What follows belongs to an exercise in optimizing a design on an open flow for small area and a short achievable clock period; a production flow would make more cautious choices. At most, simulation tests tie the RTL to the original design; equivalence was not proved. No activity file was given, so power comes from the tool's default toggle rates.

==> 02-21: inputs <==
// nn
module nn #(parameter SIZE = 32) (
    input [SIZE-1:0] input_1,
    input [SIZE-1:0] input_2,
    input clk,
    input resetn,
    input enable,
    output [SIZE-1:0] final_output,
    output reg total_ovf,
    output reg total_zero,
    output [2:0] ovf_fsm_stage,
    output [2:0] zero_fsm_stage
);
    localparam [4:0] S_PRE = 5'd0, S_IN = 5'd1, S_OUT = 5'd2, S_POST = 5'd3,
                     S_IDLE = 5'd4, S_DEACT = 5'd8, S_LOAD = 5'd15;
    reg [4:0] st, nst;
    reg is_pre;          
    reg [28:0] fo_hi;    
    reg fo_2;            
    reg fo_lo;           
    assign final_output = {fo_hi, fo_2, fo_lo, fo_lo};
    reg [2:0] ostg_n, zstg_n;
    assign ovf_fsm_stage = ~ostg_n;
    assign zero_fsm_stage = ~zstg_n;
    reg [4:0] nst0, nst1;
    always @(*) begin
        case (st)
            S_DEACT: begin nst0 = S_DEACT; nst1 = fo_2 ? S_PRE : S_LOAD; end
            S_IDLE:  begin nst0 = S_DEACT; nst1 = S_PRE; end
            S_PRE:   begin nst0 = S_IN;    nst1 = S_IN; end
            S_IN:    begin nst0 = S_OUT;   nst1 = S_OUT; end
            S_OUT:   begin nst0 = S_POST;  nst1 = S_POST; end
            S_POST:  begin nst0 = S_IDLE;  nst1 = S_IDLE; end
            default: begin nst0 = st + 5'd1; nst1 = st + 5'd1; end
        endcase
    end
    always @(*) nst = enable ? nst1 : nst0;
    wire pre0 = (nst0 == S_PRE), pre1 = (nst1 == S_PRE);
    always @(posedge clk or negedge resetn)
        if (!resetn) begin
            st <= S_DEACT;
            is_pre <= 1'b0;
        end else begin
            st <= nst;
            is_pre <= enable ? pre1 : pre0;
        end
    reg signed [29:0] X;
    reg signed [30:0] Y;
    reg zxy;
    wire zin = ~|input_1[31:2] | ~|input_2[31:1];
    always @(posedge clk) begin
        zxy <= zin;
        if (is_pre) begin
            X <= input_1[31:2];
            Y <= input_2[31:1];
        end
    end
    wire x3, y3, x4, y4, xq, yq;
  ...
clock: 21.0 ns
lec_check: 0
cap_margin: 20
core_margin: 2
core_utilization: 60
cts_buf_list: sky130_fd_sc_hd__clkbuf_8
cts_cluster_diameter: 100
cts_cluster_size: 40
slew_margin: 20
synth_hierarchical: 1
standard.sh (not shown) runs the stock make flow with config.mk's settings and CLKGATE_MAP_FILE= SYNTH_SCRIPT=/design/flow/synth_recipe.tcl, a recipe that flattens the netlist after the stock synthesis.
==> flow/flow/run.sh <==
#!/bin/bash
# Standard ORFS layout (the standard.sh), with changes to how it is made only:
#  - port buffers: buf_1 on inputs, buf_2 on outputs (flow/ports.tcl) instead of
#    the resizer's default pick (a slow delay buffer);
#  - timing repair aims at a setup margin below the clock period, so paths are
#    repaired toward the period the design can reach rather than only to 21 ns.
# Synthesis is the standard one, unchanged. Each tool's log stays under orfs/logs;
# make's own output goes to make_*.log here.
set -euo pipefail
here=$(pwd)
bash standard.sh synth > make_synth.log 2>&1
export DONT_BUFFER_PORTS=1
export PRE_GLOBAL_PLACE_TCL=$here/flow/ports.tcl
export SETUP_SLACK_MARGIN=15.75
bash standard.sh > make_layout.log 2>&1
==> flow/flow/ports.tcl <==
# Port buffers (sourced before global placement, in place of ORFS's own
# buffer_ports call): every input and output port still gets a buffer.
buffer_ports -inputs -buffer_cell sky130_fd_sc_hd__buf_1
buffer_ports -outputs -buffer_cell sky130_fd_sc_hd__buf_2
==> inputs of 01-17, as changes to 02-21 <==
--- a/flow/design.v
+++ b/flow/design.v
@@ -18,33 +18,30 @@
     reg fo_2;            
     reg fo_lo;           
     assign final_output = {fo_hi, fo_2, fo_lo, fo_lo};
     reg [2:0] ostg_n, zstg_n;
     assign ovf_fsm_stage = ~ostg_n;
     assign zero_fsm_stage = ~zstg_n;
-    reg [4:0] nst0, nst1;
     always @(*) begin
         case (st)
-            S_DEACT: begin nst0 = S_DEACT; nst1 = fo_2 ? S_PRE : S_LOAD; end
-            S_IDLE:  begin nst0 = S_DEACT; nst1 = S_PRE; end
-            S_PRE:   begin nst0 = S_IN;    nst1 = S_IN; end
-            S_IN:    begin nst0 = S_OUT;   nst1 = S_OUT; end
-            S_OUT:   begin nst0 = S_POST;  nst1 = S_POST; end
-            S_POST:  begin nst0 = S_IDLE;  nst1 = S_IDLE; end
-            default: begin nst0 = st + 5'd1; nst1 = st + 5'd1; end
+            S_DEACT: nst = enable ? (fo_2 ? S_PRE : S_LOAD) : S_DEACT;
+            S_IDLE:  nst = enable ? S_PRE : S_DEACT;
+            S_PRE:   nst = S_IN;
+            S_IN:    nst = S_OUT;
+            S_OUT:   nst = S_POST;
+            S_POST:  nst = S_IDLE;
+            default: nst = st + 5'd1;
         endcase
     end
-    always @(*) nst = enable ? nst1 : nst0;
-    wire pre0 = (nst0 == S_PRE), pre1 = (nst1 == S_PRE);
     always @(posedge clk or negedge resetn)
         if (!resetn) begin
             st <= S_DEACT;
             is_pre <= 1'b0;
         end else begin
             st <= nst;
-            is_pre <= enable ? pre1 : pre0;
+            is_pre <= (nst == S_PRE);
         end
     reg signed [29:0] X;
     reg signed [30:0] Y;
     reg zxy;
     wire zin = ~|input_1[31:2] | ~|input_2[31:1];
     always @(posedge clk) begin
@@ -77,54 +74,49 @@
     reg qovf, qzero, ok32r, ok30r;
     wire ovf3 = ~(x3 & y3);
     wire quirk = ostg_n[2];    
     wire ovf4 = quirk ? qovf : ~(x4 & y4 & ok32r);
     wire zero4 = quirk & qzero;         
     wire ovf5 = total_ovf | ~ok30r;
-    always @(posedge clk) begin
-        ok32r <= ok32;
-        ok30r <= ok30;
-    end
+    wire zpre = is_pre & zin;
+    always @(posedge clk)
+        if (st == S_IN) begin
+            ok32r <= ok32;
+            ok30r <= ok30;
+        end
     always @(posedge clk or negedge resetn) begin
         if (!resetn) begin
             total_ovf <= 1'b0;
+            total_zero <= 1'b0;
             ostg_n <= 3'd0;
+            zstg_n <= 3'd0;
+        end else if (zpre) begin
+            total_zero <= 1'b1; zstg_n <= ~3'd2;
         end else begin
             case (st)
                 S_DEACT: if (enable) begin
-                    total_ovf <= 1'b0; ostg_n <= 3'd0;
+                    total_ovf <= 1'b0; total_zero <= 1'b0;
+                    ostg_n <= 3'd0; zstg_n <= 3'd0;
+                end
+                S_IN: if (ovf3) begin
+                    total_ovf <= 1'b1; ostg_n <= ~3'd3;
+                end else if (zxy) begin
+                    total_zero <= 1'b1; zstg_n <= ~3'd3;
+                end
+                S_OUT: if (ovf4) begin
+                    total_ovf <= 1'b1; ostg_n <= ~3'd4;
+                end else if (zero4) begin
+                    total_zero <= 1'b1; zstg_n <= ~3'd4;
+                end
+                S_POST: if (ovf5) begin
+                    total_ovf <= 1'b1; ostg_n <= ~3'd5;
                 end
-                S_IN:   if (ovf3) begin total_ovf <= 1'b1; ostg_n <= ~3'd3; end
-                S_OUT:  if (ovf4) begin total_ovf <= 1'b1; ostg_n <= ~3'd4; end
-                S_POST: if (ovf5) begin total_ovf <= 1'b1; ostg_n <= ~3'd5; end
                 default: ;
             endcase
         end
     end
-    reg tz_o;
-    reg [2:0] zs_o;
-    always @(*) begin
-        tz_o = total_zero;
-        zs_o = zstg_n;
-        case (st)
-            S_DEACT: if (enable) begin tz_o = 1'b0; zs_o = 3'd0; end
-            S_IN:    if (!ovf3 && zxy) begin tz_o = 1'b1; zs_o = ~3'd3; end
-            S_OUT:   if (!ovf4 && zero4) begin tz_o = 1'b1; zs_o = ~3'd4; end
-            default: ;
-        endcase
-    end
-    wire zpre = is_pre & zin;
-    always @(posedge clk or negedge resetn) begin
-        if (!resetn) begin
-            total_zero <= 1'b0;
-            zstg_n <= 3'd0;
-        end else begin
-            total_zero <= zpre | tz_o;
-            zstg_n <= zpre ? ~3'd2 : zs_o;
-        end
-    end
     always @(posedge clk or negedge resetn) begin
         if (!resetn) begin
             fo_hi <= 29'd0;
             fo_2 <= 1'b0;
             fo_lo <= 1'b0;
         end else if (st == S_POST) begin
==> flow/flow/run.sh (replaced) <==
#!/bin/bash
# Standard ORFS layout (the standard.sh), with two changes to how it is made:
#  - port buffers are sky130_fd_sc_hd__buf_2 instead of the resizer's default pick
#    (a slow delay buffer), so the input and output paths are not padded;
#  - timing repair aims at a setup margin below the clock period, so paths are
#    repaired toward the period the design can reach rather than only to 21 ns.
# Synthesis is the standard one, unchanged. Each tool's log stays under orfs/logs.
set -euo pipefail
bash standard.sh synth > make_synth.log 2>&1
export BUFFER_PORTS_ARGS="-buffer_cell sky130_fd_sc_hd__buf_2"
export SETUP_SLACK_MARGIN=15.8
bash standard.sh > make_layout.log 2>&1
==> flow/config.mk (replaced) <==
export PLATFORM = sky130hd
export DESIGN_NAME = nn
export DESIGN_NICKNAME = nn
export VERILOG_FILES = /design/flow/design.v
export SDC_FILE = /design/flow/constraint.sdc
export NUM_CORES = 4
export LEC_CHECK = 0
export CAP_MARGIN = 20
export CORE_MARGIN = 2
export CORE_UTILIZATION = 40
export SLEW_MARGIN = 20
export SYNTH_HIERARCHICAL = 1
removed: flow/flow/ports.tcl
==> inputs of 06-14, as changes to 02-21 <==
==> flow/flow/run.sh (replaced) <==
#!/bin/bash
# Standard ORFS layout (the standard.sh), with two changes to how it is made:
#  - port buffers are sky130_fd_sc_hd__buf_2 instead of the resizer's default pick
#    (a slow delay buffer), so the input and output paths are not padded;
#  - timing repair aims at a setup margin below the clock period, so paths are
#    repaired toward the period the design can reach rather than only to 21 ns.
# Synthesis is the standard one, unchanged. Each tool's log stays under orfs/logs.
set -euo pipefail
bash standard.sh synth > make_synth.log 2>&1
export BUFFER_PORTS_ARGS="-buffer_cell sky130_fd_sc_hd__buf_2"
export SETUP_SLACK_MARGIN=15.5
bash standard.sh > make_layout.log 2>&1
==> flow/config.mk (replaced) <==
export PLATFORM = sky130hd
export DESIGN_NAME = nn
export DESIGN_NICKNAME = nn
export VERILOG_FILES = /design/flow/design.v
export SDC_FILE = /design/flow/constraint.sdc
export NUM_CORES = 4
export LEC_CHECK = 0
export CAP_MARGIN = 20
export CORE_MARGIN = 2
export CORE_UTILIZATION = 40
export SLEW_MARGIN = 20
export SYNTH_HIERARCHICAL = 1
removed: flow/flow/ports.tcl
==> impl_results.md <==
* Status: no timing/DRC/antenna violations
* Adder-cell share of the synthesized area at between 40% and 50%
* Worst path bufs/invs at 1
* Clock power frac at 8.7%
* DP HPWL at ~20000 um
* Crit Reg-Reg Startpoint: Y[9]
* Net Sw Frac at 46.9%
* CP cell instances: buf_2, nor4_1, nand4_1, o22ai_2, nand2_1, nand2_1, a21oi_1, o31ai_1
* Pre-CTS WS at roughly 15 ns
* Comb pwr share at 74.3%
(the above is from 06-14)
==> impl_results.md <==
* Status: no timing/DRC/antenna violations
* Comb pwr share at ~76%
* Pre-CTS WS at roughly 15 ns
* CP cell instances: nor4_1, nand4_1, o22ai_4, nand2_2, nand2_1, a21oi_1, o31ai_1
* Clock power frac at around 7%
* Adder-cell share of the synthesized area at between 40 and 50%
* Worst path bufs/invs at 0
* DP HPWL at 19200 um
* Net Sw Frac at between 40% and 50%
* Crit Reg-Reg Startpoint: Y[6]
(the above is from 02-21)
==> impl_results.md <==
* Status: no timing/DRC/antenna violations
* CP cell instances: buf_8, nor4_4, nand4_1, o22ai_2, nand2_2, o2111ai_4, a211oi_4, a2bb2oi_1
* Pre-CTS WS at roughly 14 ns
* Comb pwr share at around three quarters
* Clock power frac at 9.2%
* DP HPWL at 20200 um
* Crit Reg-Reg Startpoint: Y[8]
* Net Sw Frac at a little under half
* Worst path bufs/invs at 1
* Adder-cell share of the synthesized area at 40.1%
(the above is from 01-17)
For 01-17, only the layout was checked, not whether the RTL still works.

==> re-timing with driven ports <==
The results above use ideal ports. As a check the final layouts listed here were re-extracted and re-timed, cells and wires unchanged. Step 1 sets driving cells, clkbuf_16 on the clock port and buf_2 on the other inputs (assumed; they add their load-dependent delay and slew). Step 2 also shifts input and output timing later by t, the mid clock arrival at the registers, as if the neighbouring blocks saw the same clock. Three values: no drivers, after step 1, after step 2; two values: the first two.
run | t (ns) | setup slack, ns | latest minus earliest clock arrival (ns)
02-21 | 0.432 | 15.723 / 15.730 / 15.298 | 0.017 / 0.017
01-17 | 0.411 | 15.456 / 15.458 / 15.047 | 0.021 / 0.021
06-14 | 0.411 | 15.591 / 15.615 / 15.204 | 0.016 / 0.015
After both steps every run listed still meets setup and hold. For 02-21, which loses most, drivers alone change the setup slack by +0.007 ns; drivers and shift together by -0.425 ns.
